What follows belongs to an exercise in optimizing a design on an open flow for small area and few clock cycles per item; a production flow would make more cautious choices. Where RTL was checked, it was by simulation tests only, not by an equivalence proof against the original.

the baseline:
## mul_op
module mul_op #(parameter INPUTS = 2,
		parameter OUTPUTS = 1,
		parameter DATA_IN_SIZE = 32,
		parameter DATA_OUT_SIZE = 32)
		(
		input clk,
		input rst,
		input [INPUTS * (DATA_IN_SIZE)- 1 : 0]data_in_bus,
		input [INPUTS - 1 : 0]valid_in_bus,
		output [INPUTS - 1 : 0] ready_in_bus,
		output [OUTPUTS * (DATA_OUT_SIZE) - 1 : 0]data_out_bus,
		output [OUTPUTS - 1 : 0]valid_out_bus,
		input 	[OUTPUTS - 1 : 0] ready_out_bus
);
For scale: ~1500 cells after synthesis, ~33 flip-flops, roughly 100 I/O pins, roughly 13000 um^2 of cells after synthesis.
==> flow/config.mk <==
export PLATFORM = sky130hd
export DESIGN_NAME = mul_op
export DESIGN_NICKNAME = mul_op
export VERILOG_FILES = /design/flow/design.v
export SDC_FILE = /design/flow/constraint.sdc
export NUM_CORES = 4
export LEC_CHECK = 0
export ABC_AREA = 1
export CAP_MARGIN = 0
export CORE_MARGIN = 2
export CORE_UTILIZATION = 65
export SLEW_MARGIN = 0
export SYNTH_HIERARCHICAL = 1
==> flow/constraint.sdc <==
create_clock -name core_clock -period 8.0 [get_ports {clk}]
set_input_delay 1.6000 -clock core_clock [delete_from_list [all_inputs] [get_ports {clk}]]
set_output_delay 1.6000 -clock core_clock [all_outputs]
set_load 0.01 [all_outputs]
run.sh (not shown) runs the stock make flow with config.mk's settings and CLKGATE_MAP_FILE= SYNTH_SCRIPT=/design/flow/synth_recipe.tcl, a recipe that flattens the netlist after the stock synthesis.
Edits applied to the flow inputs when going from the baseline to the candidate:
Settings: CAP_MARGIN: 0 -> 20; SLEW_MARGIN: 0 -> 20; CORE_UTILIZATION: 65 -> 40.
## What came out
Sort the baseline and the candidate by fraction of layout instances using a drive strength above 1, ascending, and the candidate comes first.
Between the baseline and the candidate, design area increased.
Compared with the baseline, total routed wire length on the met1 layer in the candidate increased by more than 10%.
Tapcell count: the candidate higher than the baseline
Function was not checked in any run of this note: the RTL went through the layout flow alone.

* * *

mul_op, a different RTL version from the one above (not shown whole).
For scale: ~1400 cells after synthesis, ~100 I/O pins, roughly 12000 um^2 of cells after synthesis.
Settings: LEC_CHECK=0, ABC_AREA=1, CAP_MARGIN=20, CORE_MARGIN=2, CORE_UTILIZATION=40, SLEW_MARGIN=20, SYNTH_HIERARCHICAL=1; clock period 8.0 ns.
standard.sh (not shown) runs the stock make flow with config.mk's settings and CLKGATE_MAP_FILE= SYNTH_SCRIPT=/design/flow/synth_recipe.tcl, a recipe that flattens the netlist after the stock synthesis.
==> flow/flow/run.sh <==
#!/bin/bash
set -euo pipefail
cd "$(dirname "$0")/.."
bash standard.sh 'BUFFER_PORTS_ARGS=-buffer_cell sky130_fd_sc_hd__buf_1' finish > standard_sh.log 2>&1 || { tail -50 standard_sh.log; exit 1; }
tail -5 standard_sh.log
ls -l out/final.def
The first run finished with timing, DRC and antenna clean.
Testbench counts at the start, summed over its fixed seeds: cycles 12,008, items 12,000.
Then changed:
==> flow/flow/run.sh (replaced) <==
#!/bin/bash
# The standard layout (standard.sh) with two changes to how it is made:
#  - ABC's area script for the synthesis's technology mapping is flow/abc_area.script
#    (run from a copy of ORFS's scripts folder that differs only in that file);
#  - the port buffers are made from the smallest buffer cell, buf_1.
# The synthesis is otherwise the standard one (synth_recipe.tcl), so the registers
# and their names are the standard synthesis's.
set -euo pipefail
cd "$(dirname "$0")/.."
W=$PWD
rm -rf "$W/scripts_abc"
cp -r "$FLOW_HOME/scripts" "$W/scripts_abc"
cp "$W/flow/abc_area.script" "$W/scripts_abc/abc_area.script"
diff -r "$FLOW_HOME/scripts" "$W/scripts_abc" > scripts_diff.log 2>&1 || true
bash standard.sh "SCRIPTS_DIR=$W/scripts_abc" 'BUFFER_PORTS_ARGS=-buffer_cell sky130_fd_sc_hd__buf_1' finish > standard_sh.log 2>&1 || { tail -50 standard_sh.log; exit 1; }
tail -5 standard_sh.log
ls -l out/final.def
==> flow/flow/abc_area.script (new file) <==
strash
dch
map -a
topo
CORE_UTILIZATION = 60   (was 40)
CTS_BUF_LIST = sky130_fd_sc_hd__clkbuf_8   (was unset)
GPL_TIMING_DRIVEN = 0   (was unset)
PLACE_DENSITY = 0.75   (was unset)
Worst hold slack loses 0.19 ns.
Cell area came out lower by 6.3%.
Core utilization goes up by 24 points.
Setup slack loses 0.31 ns.
Via count came out lower by about 8%.
Count of clock-buffer cells in the layout shrinks by 2.
Die area fell by about 40%.
Register-to-register slack improves by 0.06 ns.
Global-route usage rises by 9.9 points.
Then changed:
==> flow/flow/abc_area.script (replaced) <==
strash
dch
amap
topo
CORE_UTILIZATION = 40   (was 60)
CTS_BUF_LIST = unset   (was sky130_fd_sc_hd__clkbuf_8)
GPL_TIMING_DRIVEN = unset   (was 0)
PLACE_DENSITY = unset   (was 0.75)
After rerunning: Hold slack is worse by 0.18 ns; synthesized cell count went up by about a fifth; die area increases by well over a third; via count grows by about a fifth; final area is higher by a few percent; register-to-register slack barely changes; clock-buffer cell count goes up by 1; wire length went up by about a fifth; utilization goes down by 20 points; clock skew drops by 0.0036 ns.
Then changed:
==> flow/flow/run.sh (replaced) <==
#!/bin/bash
# The standard layout (standard.sh) with three changes to how it is made:
#  - ABC's area script for the synthesis's technology mapping is flow/abc_area.script
#    (run from a copy of ORFS's scripts folder that differs only in that file);
#  - the port buffers are made from the smallest buffer cell, buf_1;
#  - clock tree synthesis uses clkbuf_8 for its root and tree buffers and adds no dummy loads.
# The synthesis is otherwise the standard one (synth_recipe.tcl), so the registers
# and their names are the standard synthesis's.
set -euo pipefail
cd "$(dirname "$0")/.."
W=$PWD
rm -rf "$W/scripts_abc"
cp -r "$FLOW_HOME/scripts" "$W/scripts_abc"
cp "$W/flow/abc_area.script" "$W/scripts_abc/abc_area.script"
diff -r "$FLOW_HOME/scripts" "$W/scripts_abc" > scripts_diff.log 2>&1 || true
bash standard.sh "SCRIPTS_DIR=$W/scripts_abc" 'BUFFER_PORTS_ARGS=-buffer_cell sky130_fd_sc_hd__buf_1' \
  'CTS_ARGS=-sink_clustering_enable -repair_clock_nets -root_buf sky130_fd_sc_hd__clkbuf_8 -buf_list sky130_fd_sc_hd__clkbuf_8 -dont_use_dummy_load' finish > standard_sh.log 2>&1 || { tail -50 standard_sh.log; exit 1; }
tail -5 standard_sh.log
ls -l out/final.def
==> flow/flow/abc_area.script (replaced) <==
strash
dch
map -a
topo
CAP_MARGIN = 0   (was 20)
CORE_UTILIZATION = 60   (was 40)
GPL_TIMING_DRIVEN = 0   (was unset)
PLACE_DENSITY = 0.75   (was unset)
SLEW_MARGIN = 0   (was 20)
Result:
- The new run finished with timing, DRC and antenna clean
- final area fell by 5.3%
- die area fell by 32%
- global-route usage rose by 7.0 points
- setup slack gets worse by 0.11 ns
- clock-buffer cell count fell by 1
Then changed:
==> flow/flow/run.sh (replaced) <==
#!/bin/bash
# The standard layout (standard.sh) with two changes to how it is made:
#  - ABC's area script for the synthesis's technology mapping is flow/abc_area.script
#    (run from a copy of ORFS's scripts folder that differs only in that file);
#  - the port buffers are made from the smallest buffer cell, buf_1.
# The synthesis is otherwise the standard one (synth_recipe.tcl), so the registers
# and their names are the standard synthesis's.
set -euo pipefail
cd "$(dirname "$0")/.."
W=$PWD
rm -rf "$W/scripts_abc"
cp -r "$FLOW_HOME/scripts" "$W/scripts_abc"
cp "$W/flow/abc_area.script" "$W/scripts_abc/abc_area.script"
diff -r "$FLOW_HOME/scripts" "$W/scripts_abc" > scripts_diff.log 2>&1 || true
bash standard.sh "SCRIPTS_DIR=$W/scripts_abc" 'BUFFER_PORTS_ARGS=-buffer_cell sky130_fd_sc_hd__buf_1' finish > standard_sh.log 2>&1 || { tail -50 standard_sh.log; exit 1; }
tail -5 standard_sh.log
ls -l out/final.def
CAP_MARGIN = 20   (was 0)
CORE_UTILIZATION = 40   (was 60)
CTS_BUF_LIST = sky130_fd_sc_hd__clkbuf_8   (was unset)
PLACE_DENSITY = unset   (was 0.75)
SLEW_MARGIN = 20   (was 0)
Outcome:
- flip-flop and latch count is unchanged
- global-route usage fell by 8.5 points
- via count came out lower by about 1.1%
- hold slack degrades by 0.18 ns
- die area came out higher by 48%
- maximum frequency barely changes
- area after synthesis is unchanged
- design area went up by 2.2%
Then changed:
==> flow/flow/run.sh (replaced) <==
#!/bin/bash
# The standard layout (standard.sh) with two changes to how it is made:
#  - ABC's area script for the synthesis's technology mapping is flow/abc_area.script
#    (run from a copy of ORFS's scripts folder that differs only in that file);
#  - the port buffers are made from the smallest buffer cell, buf_1;
#  - clock tree synthesis uses clkbuf_8 for its root and tree buffers and adds no dummy loads.
# The synthesis is otherwise the standard one (synth_recipe.tcl), so the registers
# and their names are the standard synthesis's.
set -euo pipefail
cd "$(dirname "$0")/.."
W=$PWD
rm -rf "$W/scripts_abc"
cp -r "$FLOW_HOME/scripts" "$W/scripts_abc"
cp "$W/flow/abc_area.script" "$W/scripts_abc/abc_area.script"
diff -r "$FLOW_HOME/scripts" "$W/scripts_abc" > scripts_diff.log 2>&1 || true
bash standard.sh "SCRIPTS_DIR=$W/scripts_abc" 'BUFFER_PORTS_ARGS=-buffer_cell sky130_fd_sc_hd__buf_1' \
  'CTS_ARGS=-sink_clustering_enable -repair_clock_nets -root_buf sky130_fd_sc_hd__clkbuf_8 -buf_list sky130_fd_sc_hd__clkbuf_8 -dont_use_dummy_load' finish > standard_sh.log 2>&1 || { tail -50 standard_sh.log; exit 1; }
tail -5 standard_sh.log
ls -l out/final.def
Die area is unchanged.
Synthesized cell count stays the same.
Final cell count fell by 0.38%.
Setup slack improved by 0.032 ns.
Via count fell by 0.77%.

* * *

## harbor
Another version of the RTL of mul_op (not shown whole).
Size: roughly 1700 cells after synthesis, about 33 flip-flops, ~100 I/O pins.
// mul_op
module mul_op #(parameter INPUTS = 2,
		parameter OUTPUTS = 1,
		parameter DATA_IN_SIZE = 32,
		parameter DATA_OUT_SIZE = 32)
		(
		input clk,
		input rst,
		input [INPUTS * (DATA_IN_SIZE)- 1 : 0]data_in_bus,
		input [INPUTS - 1 : 0]valid_in_bus,
		output [INPUTS - 1 : 0] ready_in_bus,
		output [OUTPUTS * (DATA_OUT_SIZE) - 1 : 0]data_out_bus,
		output [OUTPUTS - 1 : 0]valid_out_bus,
		input 	[OUTPUTS - 1 : 0] ready_out_bus
);
	wire join_valid, oehb_ready;
	wire [DATA_OUT_SIZE - 1 : 0] product;
	joinC #(.N(INPUTS)) add_fork(.valid_in(valid_in_bus), .ready_in(ready_in_bus), .valid_out(join_valid), .ready_out(oehb_ready));
	mul_comb multiply_unit (.a(data_in_bus[0 * DATA_IN_SIZE +: DATA_IN_SIZE]), .b(data_in_bus[1 * DATA_IN_SIZE +: DATA_IN_SIZE]), .p(product));
	OEHB #(.INPUTS(1), .OUTPUTS(1), .DATA_IN_SIZE(DATA_OUT_SIZE), .DATA_OUT_SIZE(DATA_OUT_SIZE)) oehb_buffer (.clk(clk), .rst(rst),
										 .data_in_bus(product), .valid_in_bus(join_valid), .ready_in_bus(oehb_ready),
										 .data_out_bus(data_out_bus), .valid_out_bus(valid_out_bus[0]), .ready_out_bus(ready_out_bus[0]));
endmodule
clock: 8.0 ns
lec_check: 0
abc_area: 1
cap_margin: 20
core_margin: 2
core_utilization: 40
slew_margin: 20
run.sh (not shown) runs the stock make flow with config.mk's settings and CLKGATE_MAP_FILE= SYNTH_SCRIPT=/design/flow/synth_recipe.tcl, a recipe that flattens the netlist after the stock synthesis.
Stock flow here: none of the scripts above is used.
harbor: flow completed, timing, DRC and antenna clean
Testbench counts of harbor, summed over its fixed seeds: cycles 12,008, items 12,000.
> inputs changed (harbor -> garnet)
diff --git a/flow/config.mk b/flow/config.mk
--- a/flow/config.mk
+++ b/flow/config.mk
@@ -8 +7,0 @@
-export ABC_AREA = 1
Notes after the runs:
Min inverter count across harbor and garnet: garnet. In the reports for harbor and garnet, the larger global-route track usage on met2 belongs to garnet. On overall via count from detail_route: garnet sits above harbor. Re area growth from synthesis to final layout: garnet is 0.18 points down on harbor. Total detailed-routing wirelength went up by more than half going from harbor to garnet. Die area | garnet > harbor. Reported for harbor and garnet, sequential cell count turned out identical to the last digit.

* * *

RTL: one of the versions met above, not the one the previous note started from.
For scale: about 100 I/O pins, about 0.011 mm^2 of cells after synthesis.
export LEC_CHECK = 0
export ABC_AREA = 1
export CAP_MARGIN = 20
export CORE_MARGIN = 2
export CORE_UTILIZATION = 75
export GPL_TIMING_DRIVEN = 0
export PLACE_DENSITY = 0.85
export SLEW_MARGIN = 20
export SYNTH_HIERARCHICAL = 1
create_clock -name core_clock -period 8.0 [get_ports {clk}]
standard.sh (not shown) runs the stock make flow with config.mk's settings and CLKGATE_MAP_FILE= SYNTH_SCRIPT=/design/flow/synth_recipe.tcl, a recipe that flattens the netlist after the stock synthesis.
==> flow/flow/run.sh <==
#!/bin/bash
# The standard layout (standard.sh) with three changes to how it is made:
#  - ABC's area script for the synthesis's technology mapping is flow/abc_area.script
#    (run from a copy of ORFS's scripts folder that differs only in that file);
#  - the port buffers are made from the smallest buffer cell, buf_1;
#  - clock tree synthesis uses clkbuf_8 for its root and tree buffers and adds no dummy loads.
# The synthesis is otherwise the standard one (synth_recipe.tcl), so the registers
# and their names are the standard synthesis's.
set -euo pipefail
cd "$(dirname "$0")/.."
W=$PWD
rm -rf "$W/scripts_abc"
cp -r "$FLOW_HOME/scripts" "$W/scripts_abc"
cp "$W/flow/abc_area.script" "$W/scripts_abc/abc_area.script"
diff -r "$FLOW_HOME/scripts" "$W/scripts_abc" > scripts_diff.log 2>&1 || true
bash standard.sh "SCRIPTS_DIR=$W/scripts_abc" 'BUFFER_PORTS_ARGS=-buffer_cell sky130_fd_sc_hd__buf_1' \
  'CTS_ARGS=-sink_clustering_enable -repair_clock_nets -root_buf sky130_fd_sc_hd__clkbuf_8 -buf_list sky130_fd_sc_hd__clkbuf_8 -dont_use_dummy_load' finish > standard_sh.log 2>&1 || { tail -50 standard_sh.log; exit 1; }
tail -5 standard_sh.log
ls -l out/final.def
==> flow/flow/abc_area.script <==
strash
dch
map -a
topo
Testbench counts at the start, summed over its fixed seeds: cycles 12,008, items 12,000.
Next try:
--- a/flow/flow/run.sh
+++ b/flow/flow/run.sh
@@ -6 +6 @@
-#  - clock tree synthesis uses clkbuf_8 for its root and tree buffers and adds no dummy loads.
+#  - clock tree synthesis uses clkbuf_8 for its root and tree buffers and adds no dummy loads; its sink clusters may hold up to 50 registers.
@@ -17 +17 @@
-  'CTS_ARGS=-sink_clustering_enable -repair_clock_nets -root_buf sky130_fd_sc_hd__clkbuf_8 -buf_list sky130_fd_sc_hd__clkbuf_8 -dont_use_dummy_load' finish > standard_sh.log 2>&1 || { tail -50 standard_sh.log; exit 1; }
+  'CTS_ARGS=-sink_clustering_enable -repair_clock_nets -root_buf sky130_fd_sc_hd__clkbuf_8 -buf_list sky130_fd_sc_hd__clkbuf_8 -dont_use_dummy_load -sink_clustering_size 50 -sink_clustering_max_diameter 500' finish > standard_sh.log 2>&1 || { tail -50 standard_sh.log; exit 1; }
CORE_UTILIZATION = 60   (was 75)
CTS_BUF_LIST = sky130_fd_sc_hd__clkbuf_8   (was default)
PLACE_DENSITY = 0.75   (was 0.85)
After rerunning: First-iteration DRC count falls by 21%; final cell count goes up by 3.1%; sequential share of layout area hardly moves; fmax grows by about 1.8%; register-to-register slack improves by 0.03 ns; worst hold slack gets worse by 0.053 ns; global-route usage went down by 9.1 points; cell area rises by 0.48%; via count is lower by about 7%.

-- re-timing with driven ports --
How much do the figures lean on ideal ports? The routed layouts below were timed once more, with nothing changed but the port constraints. Step 1 assumes that a clkbuf_16 drives the clock port and a buf_2 every other input. Step 2 moves the port delays by t, midway between the first and last clock arrival at a register: inputs arrive t later, outputs are due t later. That takes back most of the time a late clock gives input paths. Slacks: ideal / step 1 / step 2; pairs: ideal / step 1.
run | shift t [ns] | setup slack, ns | hold WS [ns] | worst register clock-pin slew, ns
the baseline | 0.309 | 0.598 / 0.609 / 0.300 | 1.015 / 1.015 / 1.015 | 0.05 / 0.05
the candidate | 0.313 | 0.628 / 0.641 / 0.328 | 1.012 / 1.012 / 1.012 | 0.05 / 0.05
the first run of note 2 | 0.325 | 0.609 / 0.630 / 0.306 | 1.035 / 1.035 / 1.035 | 0.06 / 0.06
the second run of note 2 | 0.367 | 0.297 / 0.302 / -0.065 | 0.850 / 0.850 / 0.850 | 0.10 / 0.10
the third run of note 2 | 0.344 | 0.431 / 0.456 / 0.113 | 0.669 / 0.669 / 0.669 | 0.06 / 0.06
the fourth run of note 2 | 0.363 | 0.322 / 0.343 / -0.020 | 1.065 / 1.039 / 1.107 | 0.10 / 0.10
the fifth run of note 2 | 0.374 | 0.314 / 0.343 / -0.032 | 0.890 / 0.890 / 0.890 | 0.10 / 0.10
the sixth run of note 2 | 0.370 | 0.346 / 0.371 / 0.000 | 0.888 / 0.888 / 0.888 | 0.10 / 0.10
harbor | 0.339 | 0.589 / 0.618 / 0.280 | 0.655 / 0.655 / 0.655 | 0.06 / 0.06
garnet | 0.341 | 0.375 / 0.399 / 0.059 | 1.090 / 1.090 / 1.090 | 0.06 / 0.06
the first run of note 4 | 0.364 | 0.189 / 0.199 / -0.165 | 0.906 / 0.906 / 0.906 | 0.09 / 0.09
the second run of note 4 | 0.363 | 0.327 / 0.344 / -0.019 | 0.853 / 0.853 / 0.853 | 0.10 / 0.10
With both steps, setup timing fails in 5 of these runs, where it was met with ideal ports. The setup slack of the second run of note 2, which loses most, moves by +0.005 ns with the drivers and by -0.362 ns with both steps.
